Source: an optimization exercise on an open RTL-to-GDS flow (aim: small area, a short achievable clock period and few clock cycles per item). Production flows keep margins and buffers that such runs may drop.
Only the layout flow was run in this run; the RTL was not checked for function there.
No activity file was given, so power comes from the tool's default toggle rates.

==> design.v <==
module fp_carpma(
    input clk_i, rst_i, en_i,
    input [31:0] x1_i, x2_i,
    output [31:0] sonuc_o,
    output done_o
    );
  wire nz1 = |x1_i;
  wire nz2 = |x2_i;
  wire [23:0] ma = {nz1, x1_i[22:0]};
  wire [23:0] mb = {nz2, x2_i[22:0]};
  reg [1:0] cnt_q;           
  reg [24:0] s_q, c_q;       
  reg cy_q;                  
  reg [7:0] e_q;
  reg sg_q;
  wire run = en_i & ~rst_i;
  wire hold = cnt_q[1];
  wire sh = run & ~hold;
  wire hd = run & hold;
  wire [25:0] r1 = {s_q, cy_q} + {c_q, cy_q};
  wire [24:0] ra = r1[25:1];
  wire [11:0] q = cnt_q[0] ? mb[23:12] : mb[11:0];
  wire [12:0] qx = {q, 1'b0};
  wire [5:0] ng, one, two;
  genvar g;
  generate for (g = 0; g < 6; g = g + 1) begin : bd
    wire b0 = qx[2*g];
    wire b1 = qx[2*g+1];
    wire b2 = qx[2*g+2];
    assign ng[g] = b2;
    assign one[g] = b1 ^ b0;
    assign two[g] = (b2 & ~b1 & ~b0) | (~b2 & b1 & b0);
  end endgenerate
  wire [24:0] bp0 = (({1'b0, ma} & {25{one[0]}}) | ({ma, 1'b0} & {25{two[0]}})) ^ {25{ng[0]}};
  wire [24:0] bp1 = (({1'b0, ma} & {25{one[1]}}) | ({ma, 1'b0} & {25{two[1]}})) ^ {25{ng[1]}};
  wire [24:0] bp2 = (({1'b0, ma} & {25{one[2]}}) | ({ma, 1'b0} & {25{two[2]}})) ^ {25{ng[2]}};
  wire [24:0] bp3 = (({1'b0, ma} & {25{one[3]}}) | ({ma, 1'b0} & {25{two[3]}})) ^ {25{ng[3]}};
  wire [24:0] bp4 = (({1'b0, ma} & {25{one[4]}}) | ({ma, 1'b0} & {25{two[4]}})) ^ {25{ng[4]}};
  wire [24:0] bp5 = (({1'b0, ma} & {25{one[5]}}) | ({ma, 1'b0} & {25{two[5]}})) ^ {25{ng[5]}};
  wire [23:0] pr = ma & {24{q[11]}};
  wire fs0 = ra[1] ^ ng[0] ^ bp0[0];
  wire fc0 = (ra[1] & ng[0]) | (ra[1] & bp0[0]) | (ng[0] & bp0[0]);
  wire fs1 = ra[3] ^ ng[1] ^ bp0[2];
  wire fc1 = (ra[3] & ng[1]) | (ra[3] & bp0[2]) | (ng[1] & bp0[2]);
  wire fs2 = ra[4] ^ bp0[3] ^ bp1[1];
  wire fc2 = (ra[4] & bp0[3]) | (ra[4] & bp1[1]) | (bp0[3] & bp1[1]);
  wire fs3 = ra[5] ^ ng[2] ^ bp0[4];
  wire fc3 = (ra[5] & ng[2]) | (ra[5] & bp0[4]) | (ng[2] & bp0[4]);
  wire fs4 = ra[6] ^ bp0[5] ^ bp1[3];
  wire fc4 = (ra[6] & bp0[5]) | (ra[6] & bp1[3]) | (bp0[5] & bp1[3]);
  wire fs5 = ra[7] ^ ng[3] ^ bp0[6];
  wire fc5 = (ra[7] & ng[3]) | (ra[7] & bp0[6]) | (ng[3] & bp0[6]);
  wire fs6 = bp1[4] ^ bp2[2] ^ bp3[0];
  wire fc6 = (bp1[4] & bp2[2]) | (bp1[4] & bp3[0]) | (bp2[2] & bp3[0]);
  wire fs7 = ra[8] ^ bp0[7] ^ bp1[5];
  wire fc7 = (ra[8] & bp0[7]) | (ra[8] & bp1[5]) | (bp0[7] & bp1[5]);
  wire fs8 = ra[9] ^ ng[4] ^ bp0[8];
  wire fc8 = (ra[9] & ng[4]) | (ra[9] & bp0[8]) | (ng[4] & bp0[8]);
  wire fs9 = bp1[6] ^ bp2[4] ^ bp3[2];
  wire fc9 = (bp1[6] & bp2[4]) | (bp1[6] & bp3[2]) | (bp2[4] & bp3[2]);
  wire fs10 = ra[10] ^ bp0[9] ^ bp1[7];
  wire fc10 = (ra[10] & bp0[9]) | (ra[10] & bp1[7]) | (bp0[9] & bp1[7]);
  wire fs11 = bp2[5] ^ bp3[3] ^ bp4[1];
  wire fc11 = (bp2[5] & bp3[3]) | (bp2[5] & bp4[1]) | (bp3[3] & bp4[1]);
  wire fs12 = ra[11] ^ ng[5] ^ bp0[10];
  wire fc12 = (ra[11] & ng[5]) | (ra[11] & bp0[10]) | (ng[5] & bp0[10]);
  wire fs13 = bp1[8] ^ bp2[6] ^ bp3[4];
  wire fc13 = (bp1[8] & bp2[6]) | (bp1[8] & bp3[4]) | (bp2[6] & bp3[4]);
  wire fs14 = ra[12] ^ bp0[11] ^ bp1[9];
  wire fc14 = (ra[12] & bp0[11]) | (ra[12] & bp1[9]) | (bp0[11] & bp1[9]);
  wire hs0 = bp2[7] ^ bp3[5];
  wire hc0 = bp2[7] & bp3[5];
  wire fs15 = ra[13] ^ pr[0] ^ bp0[12];
  wire fc15 = (ra[13] & pr[0]) | (ra[13] & bp0[12]) | (pr[0] & bp0[12]);
  wire fs16 = bp1[10] ^ bp2[8] ^ bp3[6];
  wire fc16 = (bp1[10] & bp2[8]) | (bp1[10] & bp3[6]) | (bp2[8] & bp3[6]);
  wire fs17 = ra[14] ^ pr[1] ^ bp0[13];
  wire fc17 = (ra[14] & pr[1]) | (ra[14] & bp0[13]) | (pr[1] & bp0[13]);
  wire fs18 = bp1[11] ^ bp2[9] ^ bp3[7];
  wire fc18 = (bp1[11] & bp2[9]) | (bp1[11] & bp3[7]) | (bp2[9] & bp3[7]);
  wire fs19 = ra[15] ^ pr[2] ^ bp0[14];
  wire fc19 = (ra[15] & pr[2]) | (ra[15] & bp0[14]) | (pr[2] & bp0[14]);
  wire fs20 = bp1[12] ^ bp2[10] ^ bp3[8];
  wire fc20 = (bp1[12] & bp2[10]) | (bp1[12] & bp3[8]) | (bp2[10] & bp3[8]);
  wire fs21 = ra[16] ^ pr[3] ^ bp0[15];
  wire fc21 = (ra[16] & pr[3]) | (ra[16] & bp0[15]) | (pr[3] & bp0[15]);
  wire fs22 = bp1[13] ^ bp2[11] ^ bp3[9];
  wire fc22 = (bp1[13] & bp2[11]) | (bp1[13] & bp3[9]) | (bp2[11] & bp3[9]);
  wire fs23 = ra[17] ^ pr[4] ^ bp0[16];
  wire fc23 = (ra[17] & pr[4]) | (ra[17] & bp0[16]) | (pr[4] & bp0[16]);
  wire fs24 = bp1[14] ^ bp2[12] ^ bp3[10];
  wire fc24 = (bp1[14] & bp2[12]) | (bp1[14] & bp3[10]) | (bp2[12] & bp3[10]);
  wire fs25 = ra[18] ^ pr[5] ^ bp0[17];
  wire fc25 = (ra[18] & pr[5]) | (ra[18] & bp0[17]) | (pr[5] & bp0[17]);
  wire fs26 = bp1[15] ^ bp2[13] ^ bp3[11];
  wire fc26 = (bp1[15] & bp2[13]) | (bp1[15] & bp3[11]) | (bp2[13] & bp3[11]);
  wire fs27 = ra[19] ^ pr[6] ^ bp0[18];
  wire fc27 = (ra[19] & pr[6]) | (ra[19] & bp0[18]) | (pr[6] & bp0[18]);
  wire fs28 = bp1[16] ^ bp2[14] ^ bp3[12];
  wire fc28 = (bp1[16] & bp2[14]) | (bp1[16] & bp3[12]) | (bp2[14] & bp3[12]);
  wire fs29 = ra[20] ^ pr[7] ^ bp0[19];
  wire fc29 = (ra[20] & pr[7]) | (ra[20] & bp0[19]) | (pr[7] & bp0[19]);
  wire fs30 = bp1[17] ^ bp2[15] ^ bp3[13];
  wire fc30 = (bp1[17] & bp2[15]) | (bp1[17] & bp3[13]) | (bp2[15] & bp3[13]);
  wire fs31 = ra[21] ^ pr[8] ^ bp0[20];
  wire fc31 = (ra[21] & pr[8]) | (ra[21] & bp0[20]) | (pr[8] & bp0[20]);
  wire fs32 = bp1[18] ^ bp2[16] ^ bp3[14];
  wire fc32 = (bp1[18] & bp2[16]) | (bp1[18] & bp3[14]) | (bp2[16] & bp3[14]);
  wire fs33 = ra[22] ^ pr[9] ^ bp0[21];
  wire fc33 = (ra[22] & pr[9]) | (ra[22] & bp0[21]) | (pr[9] & bp0[21]);
  wire fs34 = bp1[19] ^ bp2[17] ^ bp3[15];
  wire fc34 = (bp1[19] & bp2[17]) | (bp1[19] & bp3[15]) | (bp2[17] & bp3[15]);
  wire fs35 = ra[23] ^ pr[10] ^ bp0[22];
  wire fc35 = (ra[23] & pr[10]) | (ra[23] & bp0[22]) | (pr[10] & bp0[22]);
  wire fs36 = bp1[20] ^ bp2[18] ^ bp3[16];
  wire fc36 = (bp1[20] & bp2[18]) | (bp1[20] & bp3[16]) | (bp2[18] & bp3[16]);
  wire fs37 = ra[24] ^ pr[11] ^ bp0[23];
  wire fc37 = (ra[24] & pr[11]) | (ra[24] & bp0[23]) | (pr[11] & bp0[23]);
  wire fs38 = bp1[21] ^ bp2[19] ^ bp3[17];
  wire fc38 = (bp1[21] & bp2[19]) | (bp1[21] & bp3[17]) | (bp2[19] & bp3[17]);
  wire fs39 = pr[12] ^ bp0[24] ^ bp1[22];
  wire fc39 = (pr[12] & bp0[24]) | (pr[12] & bp1[22]) | (bp0[24] & bp1[22]);
  wire hs1 = bp2[20] ^ bp3[18];
  wire hc1 = bp2[20] & bp3[18];
  wire fs40 = 1'b1 ^ pr[13] ^ ~ng[0];
  wire fc40 = (1'b1 & pr[13]) | (1'b1 & ~ng[0]) | (pr[13] & ~ng[0]);
  wire fs41 = bp1[23] ^ bp2[21] ^ bp3[19];
  wire fc41 = (bp1[23] & bp2[21]) | (bp1[23] & bp3[19]) | (bp2[21] & bp3[19]);
  wire fs42 = 1'b1 ^ pr[14] ^ bp1[24];
  wire fc42 = (1'b1 & pr[14]) | (1'b1 & bp1[24]) | (pr[14] & bp1[24]);
  wire hs2 = bp2[22] ^ bp3[20];
  wire hc2 = bp2[22] & bp3[20];
  wire fs43 = pr[15] ^ ~ng[1] ^ bp2[23];
  wire fc43 = (pr[15] & ~ng[1]) | (pr[15] & bp2[23]) | (~ng[1] & bp2[23]);
  wire hs3 = 1'b1 ^ pr[16];
  wire hc3 = 1'b1 & pr[16];
  wire fs44 = ra[2] ^ bp0[1] ^ fc0;
  wire fc44 = (ra[2] & bp0[1]) | (ra[2] & fc0) | (bp0[1] & fc0);
  wire fs45 = bp1[2] ^ bp2[0] ^ fc2;
  wire fc45 = (bp1[2] & bp2[0]) | (bp1[2] & fc2) | (bp2[0] & fc2);
  wire fs46 = bp2[1] ^ fc3 ^ fs4;
  wire fc46 = (bp2[1] & fc3) | (bp2[1] & fs4) | (fc3 & fs4);
  wire fs47 = fc4 ^ fs5 ^ fs6;
  wire fc47 = (fc4 & fs5) | (fc4 & fs6) | (fs5 & fs6);
  wire fs48 = bp2[3] ^ bp3[1] ^ fc5;
  wire fc48 = (bp2[3] & bp3[1]) | (bp2[3] & fc5) | (bp3[1] & fc5);
  wire fs49 = bp4[0] ^ fc7 ^ fs8;
  wire fc49 = (bp4[0] & fc7) | (bp4[0] & fs8) | (fc7 & fs8);
  wire fs50 = fc8 ^ fc9 ^ fs10;
  wire fc50 = (fc8 & fc9) | (fc8 & fs10) | (fc9 & fs10);
  wire fs51 = bp4[2] ^ bp5[0] ^ fc10;
  wire fc51 = (bp4[2] & bp5[0]) | (bp4[2] & fc10) | (bp5[0] & fc10);
  wire fs52 = fc11 ^ fs12 ^ fs13;
  wire fc52 = (fc11 & fs12) | (fc11 & fs13) | (fs12 & fs13);
  wire fs53 = bp4[3] ^ bp5[1] ^ hs0;
  wire fc53 = (bp4[3] & bp5[1]) | (bp4[3] & hs0) | (bp5[1] & hs0);
  wire fs54 = fc12 ^ fc13 ^ fs14;
  wire fc54 = (fc12 & fc13) | (fc12 & fs14) | (fc13 & fs14);
  wire fs55 = bp4[4] ^ bp5[2] ^ hc0;
  wire fc55 = (bp4[4] & bp5[2]) | (bp4[4] & hc0) | (bp5[2] & hc0);
  wire fs56 = fc14 ^ fs15 ^ fs16;
  wire fc56 = (fc14 & fs15) | (fc14 & fs16) | (fs15 & fs16);
  wire fs57 = bp4[5] ^ bp5[3] ^ fc15;
  wire fc57 = (bp4[5] & bp5[3]) | (bp4[5] & fc15) | (bp5[3] & fc15);
  wire fs58 = fc16 ^ fs17 ^ fs18;
  wire fc58 = (fc16 & fs17) | (fc16 & fs18) | (fs17 & fs18);
  wire fs59 = bp4[6] ^ bp5[4] ^ fc17;
  wire fc59 = (bp4[6] & bp5[4]) | (bp4[6] & fc17) | (bp5[4] & fc17);
  wire fs60 = fc18 ^ fs19 ^ fs20;
  wire fc60 = (fc18 & fs19) | (fc18 & fs20) | (fs19 & fs20);
  wire fs61 = bp4[7] ^ bp5[5] ^ fc19;
  wire fc61 = (bp4[7] & bp5[5]) | (bp4[7] & fc19) | (bp5[5] & fc19);
  wire fs62 = fc20 ^ fs21 ^ fs22;
  wire fc62 = (fc20 & fs21) | (fc20 & fs22) | (fs21 & fs22);
  wire fs63 = bp4[8] ^ bp5[6] ^ fc21;
  wire fc63 = (bp4[8] & bp5[6]) | (bp4[8] & fc21) | (bp5[6] & fc21);
  wire fs64 = fc22 ^ fs23 ^ fs24;
  wire fc64 = (fc22 & fs23) | (fc22 & fs24) | (fs23 & fs24);
  wire fs65 = bp4[9] ^ bp5[7] ^ fc23;
  wire fc65 = (bp4[9] & bp5[7]) | (bp4[9] & fc23) | (bp5[7] & fc23);
  wire fs66 = fc24 ^ fs25 ^ fs26;
  wire fc66 = (fc24 & fs25) | (fc24 & fs26) | (fs25 & fs26);
  wire fs67 = bp4[10] ^ bp5[8] ^ fc25;
  wire fc67 = (bp4[10] & bp5[8]) | (bp4[10] & fc25) | (bp5[8] & fc25);
  wire fs68 = fc26 ^ fs27 ^ fs28;
  wire fc68 = (fc26 & fs27) | (fc26 & fs28) | (fs27 & fs28);
  wire fs69 = bp4[11] ^ bp5[9] ^ fc27;
  wire fc69 = (bp4[11] & bp5[9]) | (bp4[11] & fc27) | (bp5[9] & fc27);
  wire fs70 = fc28 ^ fs29 ^ fs30;
  wire fc70 = (fc28 & fs29) | (fc28 & fs30) | (fs29 & fs30);
  wire fs71 = bp4[12] ^ bp5[10] ^ fc29;
  wire fc71 = (bp4[12] & bp5[10]) | (bp4[12] & fc29) | (bp5[10] & fc29);
  wire fs72 = fc30 ^ fs31 ^ fs32;
  wire fc72 = (fc30 & fs31) | (fc30 & fs32) | (fs31 & fs32);
  wire fs73 = bp4[13] ^ bp5[11] ^ fc31;
  wire fc73 = (bp4[13] & bp5[11]) | (bp4[13] & fc31) | (bp5[11] & fc31);
  wire fs74 = fc32 ^ fs33 ^ fs34;
  wire fc74 = (fc32 & fs33) | (fc32 & fs34) | (fs33 & fs34);
  wire fs75 = bp4[14] ^ bp5[12] ^ fc33;
  wire fc75 = (bp4[14] & bp5[12]) | (bp4[14] & fc33) | (bp5[12] & fc33);
  wire fs76 = fc34 ^ fs35 ^ fs36;
  wire fc76 = (fc34 & fs35) | (fc34 & fs36) | (fs35 & fs36);
  wire fs77 = bp4[15] ^ bp5[13] ^ fc35;
  wire fc77 = (bp4[15] & bp5[13]) | (bp4[15] & fc35) | (bp5[13] & fc35);
  wire fs78 = fc36 ^ fs37 ^ fs38;
  wire fc78 = (fc36 & fs37) | (fc36 & fs38) | (fs37 & fs38);
  wire fs79 = bp4[16] ^ bp5[14] ^ hs1;
  wire fc79 = (bp4[16] & bp5[14]) | (bp4[16] & hs1) | (bp5[14] & hs1);
  wire fs80 = fc37 ^ fc38 ^ fs39;
  wire fc80 = (fc37 & fc38) | (fc37 & fs39) | (fc38 & fs39);
  wire fs81 = bp4[17] ^ bp5[15] ^ hc1;
  wire fc81 = (bp4[17] & bp5[15]) | (bp4[17] & hc1) | (bp5[15] & hc1);
  wire fs82 = fs40 ^ fc39 ^ fs41;
  wire fc82 = (fs40 & fc39) | (fs40 & fs41) | (fc39 & fs41);
  wire fs83 = bp4[18] ^ bp5[16] ^ fc40;
  wire fc83 = (bp4[18] & bp5[16]) | (bp4[18] & fc40) | (bp5[16] & fc40);
  wire fs84 = hs2 ^ fc41 ^ fs42;
  wire fc84 = (hs2 & fc41) | (hs2 & fs42) | (fc41 & fs42);
  wire fs85 = bp3[21] ^ bp4[19] ^ bp5[17];
  wire fc85 = (bp3[21] & bp4[19]) | (bp3[21] & bp5[17]) | (bp4[19] & bp5[17]);
  wire fs86 = hc2 ^ fc42 ^ fs43;
  wire fc86 = (hc2 & fc42) | (hc2 & fs43) | (fc42 & fs43);
  wire fs87 = bp2[24] ^ bp3[22] ^ bp4[20];
  wire fc87 = (bp2[24] & bp3[22]) | (bp2[24] & bp4[20]) | (bp3[22] & bp4[20]);
  wire fs88 = bp5[18] ^ hs3 ^ fc43;
  wire fc88 = (bp5[18] & hs3) | (bp5[18] & fc43) | (hs3 & fc43);
  wire fs89 = pr[17] ^ ~ng[2] ^ bp3[23];
  wire fc89 = (pr[17] & ~ng[2]) | (pr[17] & bp3[23]) | (~ng[2] & bp3[23]);
  wire fs90 = bp4[21] ^ bp5[19] ^ hc3;
  wire fc90 = (bp4[21] & bp5[19]) | (bp4[21] & hc3) | (bp5[19] & hc3);
  wire fs91 = 1'b1 ^ pr[18] ^ bp3[24];
  wire fc91 = (1'b1 & pr[18]) | (1'b1 & bp3[24]) | (pr[18] & bp3[24]);
  wire hs4 = bp4[22] ^ bp5[20];
  wire hc4 = bp4[22] & bp5[20];
  wire fs92 = pr[19] ^ ~ng[3] ^ bp4[23];
  wire fc92 = (pr[19] & ~ng[3]) | (pr[19] & bp4[23]) | (~ng[3] & bp4[23]);
  wire hs5 = 1'b1 ^ pr[20];
  wire hc5 = 1'b1 & pr[20];
  wire fs93 = bp1[0] ^ fs1 ^ fc44;
  wire fc93 = (bp1[0] & fs1) | (bp1[0] & fc44) | (fs1 & fc44);
  wire fs94 = fc6 ^ fs7 ^ fc47;
  wire fc94 = (fc6 & fs7) | (fc6 & fc47) | (fs7 & fc47);
  wire fs95 = fs9 ^ fc48 ^ fs49;
  wire fc95 = (fs9 & fc48) | (fs9 & fs49) | (fc48 & fs49);
  wire fs96 = fs11 ^ fc49 ^ fs50;
  wire fc96 = (fs11 & fc49) | (fs11 & fs50) | (fc49 & fs50);
  wire fs97 = fc50 ^ fs51 ^ fs52;
  wire fc97 = (fc50 & fs51) | (fc50 & fs52) | (fs51 & fs52);
  wire fs98 = fs53 ^ fc51 ^ fc52;
  wire fc98 = (fs53 & fc51) | (fs53 & fc52) | (fc51 & fc52);
  wire fs99 = fc53 ^ fs55 ^ fc54;
  wire fc99 = (fc53 & fs55) | (fc53 & fc54) | (fs55 & fc54);
  wire fs100 = fc55 ^ fc56 ^ fs57;
  wire fc100 = (fc55 & fc56) | (fc55 & fs57) | (fc56 & fs57);
  wire fs101 = fc57 ^ fc58 ^ fs59;
  wire fc101 = (fc57 & fc58) | (fc57 & fs59) | (fc58 & fs59);
  wire fs102 = fc59 ^ fc60 ^ fs61;
  wire fc102 = (fc59 & fc60) | (fc59 & fs61) | (fc60 & fs61);
  wire fs103 = fc61 ^ fc62 ^ fs63;
  wire fc103 = (fc61 & fc62) | (fc61 & fs63) | (fc62 & fs63);
  wire fs104 = fc63 ^ fc64 ^ fs65;
  wire fc104 = (fc63 & fc64) | (fc63 & fs65) | (fc64 & fs65);
  wire fs105 = fc65 ^ fc66 ^ fs67;
  wire fc105 = (fc65 & fc66) | (fc65 & fs67) | (fc66 & fs67);
  wire fs106 = fc67 ^ fc68 ^ fs69;
  wire fc106 = (fc67 & fc68) | (fc67 & fs69) | (fc68 & fs69);
  wire fs107 = fc69 ^ fc70 ^ fs71;
  wire fc107 = (fc69 & fc70) | (fc69 & fs71) | (fc70 & fs71);
  wire fs108 = fc71 ^ fc72 ^ fs73;
  wire fc108 = (fc71 & fc72) | (fc71 & fs73) | (fc72 & fs73);
  wire fs109 = fc73 ^ fc74 ^ fs75;
  wire fc109 = (fc73 & fc74) | (fc73 & fs75) | (fc74 & fs75);
  wire fs110 = fc75 ^ fc76 ^ fs77;
  wire fc110 = (fc75 & fc76) | (fc75 & fs77) | (fc76 & fs77);
  wire fs111 = fs79 ^ fc77 ^ fc78;
  wire fc111 = (fs79 & fc77) | (fs79 & fc78) | (fc77 & fc78);
  wire fs112 = fc79 ^ fs81 ^ fc80;
  wire fc112 = (fc79 & fs81) | (fc79 & fc80) | (fs81 & fc80);
  wire fs113 = fc81 ^ fs83 ^ fc82;
  wire fc113 = (fc81 & fs83) | (fc81 & fc82) | (fs83 & fc82);
  wire fs114 = fs85 ^ fc83 ^ fc84;
  wire fc114 = (fs85 & fc83) | (fs85 & fc84) | (fc83 & fc84);
  wire fs115 = fc85 ^ fs87 ^ fc86;
  wire fc115 = (fc85 & fs87) | (fc85 & fc86) | (fs87 & fc86);
  wire fs116 = fc87 ^ fs89 ^ fs90;
  wire fc116 = (fc87 & fs89) | (fc87 & fs90) | (fs89 & fs90);
  wire fs117 = hs4 ^ fc89 ^ fc90;
  wire fc117 = (hs4 & fc89) | (hs4 & fc90) | (fc89 & fc90);
  wire fs118 = bp5[21] ^ hc4 ^ fc91;
  wire fc118 = (bp5[21] & hc4) | (bp5[21] & fc91) | (hc4 & fc91);
  wire fs119 = bp4[24] ^ bp5[22] ^ hs5;
  wire fc119 = (bp4[24] & bp5[22]) | (bp4[24] & hs5) | (bp5[22] & hs5);
  wire fs120 = pr[21] ^ ~ng[4] ^ bp5[23];
  wire fc120 = (pr[21] & ~ng[4]) | (pr[21] & bp5[23]) | (~ng[4] & bp5[23]);
  wire hs6 = 1'b1 ^ pr[22];
  wire hc6 = 1'b1 & pr[22];
  wire fs121 = fc1 ^ fs2 ^ fc93;
  wire fc121 = (fc1 & fs2) | (fc1 & fc93) | (fs2 & fc93);
  wire hs7 = fs3 ^ fs45;
  wire hc7 = fs3 & fs45;
  wire hs8 = fc45 ^ fs46;
  wire hc8 = fc45 & fs46;
  wire hs9 = fc46 ^ fs47;
  wire hc9 = fc46 & fs47;
  wire hs10 = fs48 ^ fs94;
  wire hc10 = fs48 & fs94;
  wire hs11 = fc94 ^ fs95;
  wire hc11 = fc94 & fs95;
  wire hs12 = fc95 ^ fs96;
  wire hc12 = fc95 & fs96;
  wire hs13 = fc96 ^ fs97;
  wire hc13 = fc96 & fs97;
  wire fs122 = fs54 ^ fc97 ^ fs98;
  wire fc122 = (fs54 & fc97) | (fs54 & fs98) | (fc97 & fs98);
  wire fs123 = fs56 ^ fc98 ^ fs99;
  wire fc123 = (fs56 & fc98) | (fs56 & fs99) | (fc98 & fs99);
  wire fs124 = fs58 ^ fc99 ^ fs100;
  wire fc124 = (fs58 & fc99) | (fs58 & fs100) | (fc99 & fs100);
  wire fs125 = fs60 ^ fc100 ^ fs101;
  wire fc125 = (fs60 & fc100) | (fs60 & fs101) | (fc100 & fs101);
  wire fs126 = fs62 ^ fc101 ^ fs102;
  wire fc126 = (fs62 & fc101) | (fs62 & fs102) | (fc101 & fs102);
  wire fs127 = fs64 ^ fc102 ^ fs103;
  wire fc127 = (fs64 & fc102) | (fs64 & fs103) | (fc102 & fs103);
  wire fs128 = fs66 ^ fc103 ^ fs104;
  wire fc128 = (fs66 & fc103) | (fs66 & fs104) | (fc103 & fs104);
  wire fs129 = fs68 ^ fc104 ^ fs105;
  wire fc129 = (fs68 & fc104) | (fs68 & fs105) | (fc104 & fs105);
  wire fs130 = fs70 ^ fc105 ^ fs106;
  wire fc130 = (fs70 & fc105) | (fs70 & fs106) | (fc105 & fs106);
  wire fs131 = fs72 ^ fc106 ^ fs107;
  wire fc131 = (fs72 & fc106) | (fs72 & fs107) | (fc106 & fs107);
  wire fs132 = fs74 ^ fc107 ^ fs108;
  wire fc132 = (fs74 & fc107) | (fs74 & fs108) | (fc107 & fs108);
  wire fs133 = fs76 ^ fc108 ^ fs109;
  wire fc133 = (fs76 & fc108) | (fs76 & fs109) | (fc108 & fs109);
  wire fs134 = fs78 ^ fc109 ^ fs110;
  wire fc134 = (fs78 & fc109) | (fs78 & fs110) | (fc109 & fs110);
  wire fs135 = fs80 ^ fc110 ^ fs111;
  wire fc135 = (fs80 & fc110) | (fs80 & fs111) | (fc110 & fs111);
  wire fs136 = fs82 ^ fc111 ^ fs112;
  wire fc136 = (fs82 & fc111) | (fs82 & fs112) | (fc111 & fs112);
  wire fs137 = fs84 ^ fc112 ^ fs113;
  wire fc137 = (fs84 & fc112) | (fs84 & fs113) | (fc112 & fs113);
  wire fs138 = fs86 ^ fc113 ^ fs114;
  wire fc138 = (fs86 & fc113) | (fs86 & fs114) | (fc113 & fs114);
  wire fs139 = fs88 ^ fc114 ^ fs115;
  wire fc139 = (fs88 & fc114) | (fs88 & fs115) | (fc114 & fs115);
  wire fs140 = fc88 ^ fs116 ^ fc115;
  wire fc140 = (fc88 & fs116) | (fc88 & fc115) | (fs116 & fc115);
  wire fs141 = fs91 ^ fc116 ^ fs117;
  wire fc141 = (fs91 & fc116) | (fs91 & fs117) | (fc116 & fs117);
  wire fs142 = fs92 ^ fc117 ^ fs118;
  wire fc142 = (fs92 & fc117) | (fs92 & fs118) | (fc117 & fs118);
  wire fs143 = fc92 ^ fs119 ^ fc118;
  wire fc143 = (fc92 & fs119) | (fc92 & fc118) | (fs119 & fc118);
  wire fs144 = hc5 ^ fs120 ^ fc119;
  wire fc144 = (hc5 & fs120) | (hc5 & fc119) | (fs120 & fc119);
  wire fs145 = bp5[24] ^ hs6 ^ fc120;
  wire fc145 = (bp5[24] & hs6) | (bp5[24] & fc120) | (hs6 & fc120);
  wire fs146 = pr[23] ^ ~ng[5] ^ hc6;
  wire fc146 = (pr[23] & ~ng[5]) | (pr[23] & hc6) | (~ng[5] & hc6);
  wire [36:0] ts = {fs146, fs145, fs144, fc142, fc141, fs141, fc139, fc138, fc137, fc136, fc135, fc134, fc133, fc132, fc131, fc130, fc129, fc128, fc127, fc126, fc125, fc124, fc123, fc122, hc13, hc12, hc11, hc10, hc9, hc8, hc7, hs7, fs121, fs93, fs44, fs0, ra[0]};
  wire [36:0] tc = {fc145, fc144, fc143, fs143, fs142, fc140, fs140, fs139, fs138, fs137, fs136, fs135, fs134, fs133, fs132, fs131, fs130, fs129, fs128, fs127, fs126, fs125, fs124, fs123, fs122, hs13, hs12, hs11, hs10, hs9, hs8, fc121, 1'b0, 1'b0, 1'b0, 1'b0, 1'b0};
  wire [12:0] lo_sum = ts[11:0] + tc[11:0];
  always @(posedge clk_i) begin
    cnt_q <= run ? (hold ? cnt_q : cnt_q + 2'd1) : 2'd0;
    s_q <= (ts[36:12] & {25{sh}}) | (s_q & {25{hd}});
    c_q <= (tc[36:12] & {25{sh}}) | (c_q & {25{hd}});
    cy_q <= (lo_sum[12] & sh) | (cy_q & hd);
    e_q <= (nz1 & nz2) ? (x1_i[30:23] + x2_i[30:23] + 8'd129) : 8'd0;
    sg_q <= nz1 & nz2 & (x1_i[31] ^ x2_i[31]);
  end
  wire [22:0] man = ra[24] ? ra[23:1] : ra[22:0];
  wire [7:0] e_inc = e_q + 8'd1;
  wire [7:0] e = ra[24] ? e_inc : e_q;
  assign sonuc_o = {sg_q, e, man};
  assign done_o = hold;
endmodule
==> run.sh <==
#!/bin/bash
# synth_recipe.tcl (not shown) runs the flow's synth.tcl, then flattens the netlist and writes it again
# the make line also repeats each setting of config.mk as NAME=value (left out here)
make -C /OpenROAD-flow-scripts/flow DESIGN_CONFIG=/design/flow/config.mk WORK_HOME=/design/flow/orfs CLKGATE_MAP_FILE= SYNTH_SCRIPT=/design/flow/synth_recipe.tcl finish
==> config.mk <==
export PLATFORM = sky130hd
export DESIGN_NAME = fp_carpma
export DESIGN_NICKNAME = fp_carpma
export VERILOG_FILES = /design/flow/design.v
export SDC_FILE = /design/flow/constraint.sdc
export NUM_CORES = 4
export LEC_CHECK = 0
export ABC_AREA = 1
export CAP_MARGIN = 20
export CORE_MARGIN = 2
export CORE_UTILIZATION = 40
export SETUP_SLACK_MARGIN = 3.5
export SLEW_MARGIN = 20
==> constraint.sdc <==
create_clock -name core_clock -period 10.0 [get_ports {clk_i}]
set_input_delay 2.0000 -clock core_clock [delete_from_list [all_inputs] [get_ports {clk_i}]]
set_output_delay 2.0000 -clock core_clock [all_outputs]
set_load 0.01 [all_outputs]
==> run notes <==
dpl ws - 2.71 ns
dpl hpwl - 29300 um
Slowest-stage cell, CP - clkdlybuf4s50_1
number of nets with antenna violations after routing - 0
worst r2r dst - cy_q$_DFF_P_
dominant synthesized flop cell - dfxtp_1
flop-to-flop setup slack - 4.67 ns
Hold Crit Start - c_q[6]$_DFF_P_
CP Cell Sequence - clkdlybuf4s50_1 > inv_1 > nand3_1 > nor3_1 > nand4_1 > inv_1 > o22ai_1 > xor2_1 > fa_1 > fa_1 > fa_1 > inv_1 > fa_1 > o21ai_0
Area Overhead vs Synth - 14.9%
cts hold-fix bufs - 0
Critical Path End Type - flip-flop
post-synthesis average cell area - 7.25 um2
WHS Endpoint - c_q[6]$_DFF_P_
critical path required time - 10.26 ns
FP Rows - 62
register bit total from synthesis - 62
WP data arrival - 6.67 ns
CP max stage delay - 0.56 ns
Vias/cell - 5.23
Mapped Cells - 1600
status - finished clean
asr flop ratio synth - 0%
achievable frequency - 156 MHz
clk slew on worst S/H paths - 0.06 ns
die width - 174 um
final net count - 1918
Tcrit/Tclk final - 64.2%
CP Launch Type - primary input
min-delay worst type - reg -> reg
Post-synth EDFFs - 0
Pleak - 6.48 nW
first-pass GRT wire length - 58000 um
Yosys top cell by area - fa_1
pins over their slew limit - 0
Setup TNS Final - 0 ns
CTS tree - done
Yosys warning total - 1
share of cells above drive strength 1 - 6.22%
final setup margin - 3.58 ns
mapped cell area - 0.0116 mm2
RePlAce Congestion - 0.915
unrepaired setup endpoints after global routing - true
power per cell area - 269 mW/mm2
overall routing resource usage - 24.3%
Max Cap Violations - 0
Peak VDD IR - 0.124 mV
top post-synthesis cells by area - fa_1 24%, nand2_1 11%, xor2_1 11%, dfxtp_1 11%, inv_1 9.0%
initial antenna violation count - 0
TritonRoute pass-1 iters - 6
Core ar. - 0.0286 mm2
Fin Clk Skew - 0.0126 ns
Net Count, Synth - 1866
TritonCTS Buffers - 9
io pins - 100
DR DRC count - 0
total number of vias - 10.7k
worst relative slew slack - 42.2%
Port Buffers - 99
final hold vios - 0
clock latency on the worst-skew pair - 0.33 ns
CP max FO - 11
Root Driver - clkbuf_16
Worst-Margin Slew - 0.866 ns
die area - 0.0304 mm2
vias in the first global route - 10.4k
min Tclk post-route - 6.42 ns
top-area cell type share of the netlist area - 24.2%
r2r worst-path depth - 20
largest net degree at the start of global routing - 51
CP Launch Point - x1_i[2]
wire per inst - 18.2 um
WS Path Type - in -> reg
gr ovfl total - 0
R2R Path Start - cnt_q[0]$_SDFFE_PN0N_
Cell variety after synth - 44
final WL - 37200 um
clock buffer depth - 2
Initial Utilization - 40.5%
initial DRC count - 900
antenna cell count - 0
Hold Path Depth - 2
H-Tree Depth - 3
Die Y - 174 um
clock sinks - 62
cell repeated most along the worst path - fa_1
endpoints failing setup - 0
sequential-to-total area share from yosys stat - 10.7%
state kept, by name, indices dropped and copies added (netlist names):
signal and count:
c_q 25, s_q 25, e_q 8, cy_q 1, cnt_q 2, sg_q 1
where the power goes:
group          internal [mW]  switching, mW
clock network          0.193          0.119
logic                   1.18           1.74
registers              0.315         0.0376
metal layers:
layer / global-route usage [%] / vias up / share of wire [%]
met3: 3.00 / 54 / 7.0
met4: 6.06 / 0 / 2.4
met2: 37.4 / 415 / 43
met5: 0 / - / 0
met1: 36.0 / 5031 / 47
li1: - / 5165 / -
layout make-up:
type / instances / area [um2]
Timing Repair Buffer: 121 / 1200
Clock inverter: 7 / 72.6
Timing Repair inverter: 2 / 13.8
Multi-Input combinational cell: 1169 / 8980
Clock buffer: 9 / 225
Fill cell: 2859 / 15300
Sequential cell: 62 / 1240
Tap cell: 384 / 480
Inverter: 287 / 1100
what timing repair did:
action | 4_1_cts | 5_1_grt
resized for setup | 11 | 31
gates cloned | 0 | 4
setup endpoints to repair | 31 | 39
pin swaps | 0 | 4
buffers inserted | 0 | 15
worst max-delay path, delay by kind of cell:
kind            cells  cell delay (ns)
simple gates        3             0.53
xor+xnor            1             0.31
buf+inv             4             1.41
compound gates      2             0.37
fa+ha+maj           4             2.04
worst max path at each step:
stage | endpoint | depth (start not counted)
detailed placement | cy_q$_DFF_P_ | 20
finish | s_q[16]$_DFF_P_ | 14
floorplan | cy_q$_DFF_P_ | 21
CTS | cy_q$_DFF_P_ | 19
global placement | cy_q$_DFF_P_ | 20
global route | cy_q$_DFF_P_ | 21
cell families after synthesis:
group	count (synthesis)	synth area share (%)
xor+xnor	151	11.4
fa+ha+maj	199	30.5
simple gates	551	19.8
buf+inv	371	13.1
compound gates	264	14.3
flops	62	10.7
mux	2	0.173
layout by cell type, fill, tap and decap left out, drive strengths merged:
cell             n
dfxtp           62
o22ai          114
o2111a           1
xnor2            8
a21oi           36
a211oi           2
o211ai           1
bufinv           1
nor4             3
a21o             6
buf             22
ha              59
or2              6
o21bai           2
nor3b            3
xor2           143
o21ai           98
nor2            73
nand3           77
clkinv           6
nand3b           2
clkbuf           9
nand2          365
a21boi           1
inv            284
clkdlybuf4s50   99
clkinvlp         5
mux2i            2
nor3            10
a31oi            3
nand4           14
fa             140
synth_stat cells, types with 20 or more instances:
cell	n
nand2_1	352
nand3_1	77
ha_1	59
dfxtp_1	62
a21oi_1	35
fa_1	140
nor2_1	72
o21ai_0	81
xor2_1	143
buf_2	28
o22ai_2	20
clkbuf_1	38
o22ai_1	94
inv_1	277
stage by stage:
step,utilization [%],hold slack [ns],power (mW),std cells,instance area (um2)
2_1_floorplan,-,0.432,2.26,1600,11600
3_3_place_gp,44.3,0.445,3.18,2005,12700
3_5_place_dp,44.3,0.452,3.25,2005,12700
4_1_cts,45.5,0.466,3.57,2021,13000
5_1_grt,46.5,0.481,4.06,2041,13300
6_report,46.5,0.459,3.59,2041,13300

[port drivers added, routing unchanged]
No port has a modelled driver above. Below, the same layout with a new extraction and two added sets of constraints. Step 1, drivers: a clkbuf_16 drives clk_i and a buf_2 each remaining input, both assumed. Step 2, shift: input delay + t, output delay - t, t = (earliest + latest rising clock arrival at the registers) / 2. This alone moves slack from input paths to output paths. Slacks: ideal / step 1 / step 2; pairs: ideal / step 1.
shift t [ns]: 0.365
setup slack, ns: 3.583 / 3.588 / 3.223
worst hold slack (ns): 0.459 / 0.459 / 0.459
slew at the worst register clock pin (ns): 0.06 / 0.06
After both steps this run still meets setup and hold. The setup slack of this run moves by +0.005 ns with the drivers and by -0.360 ns with both steps.
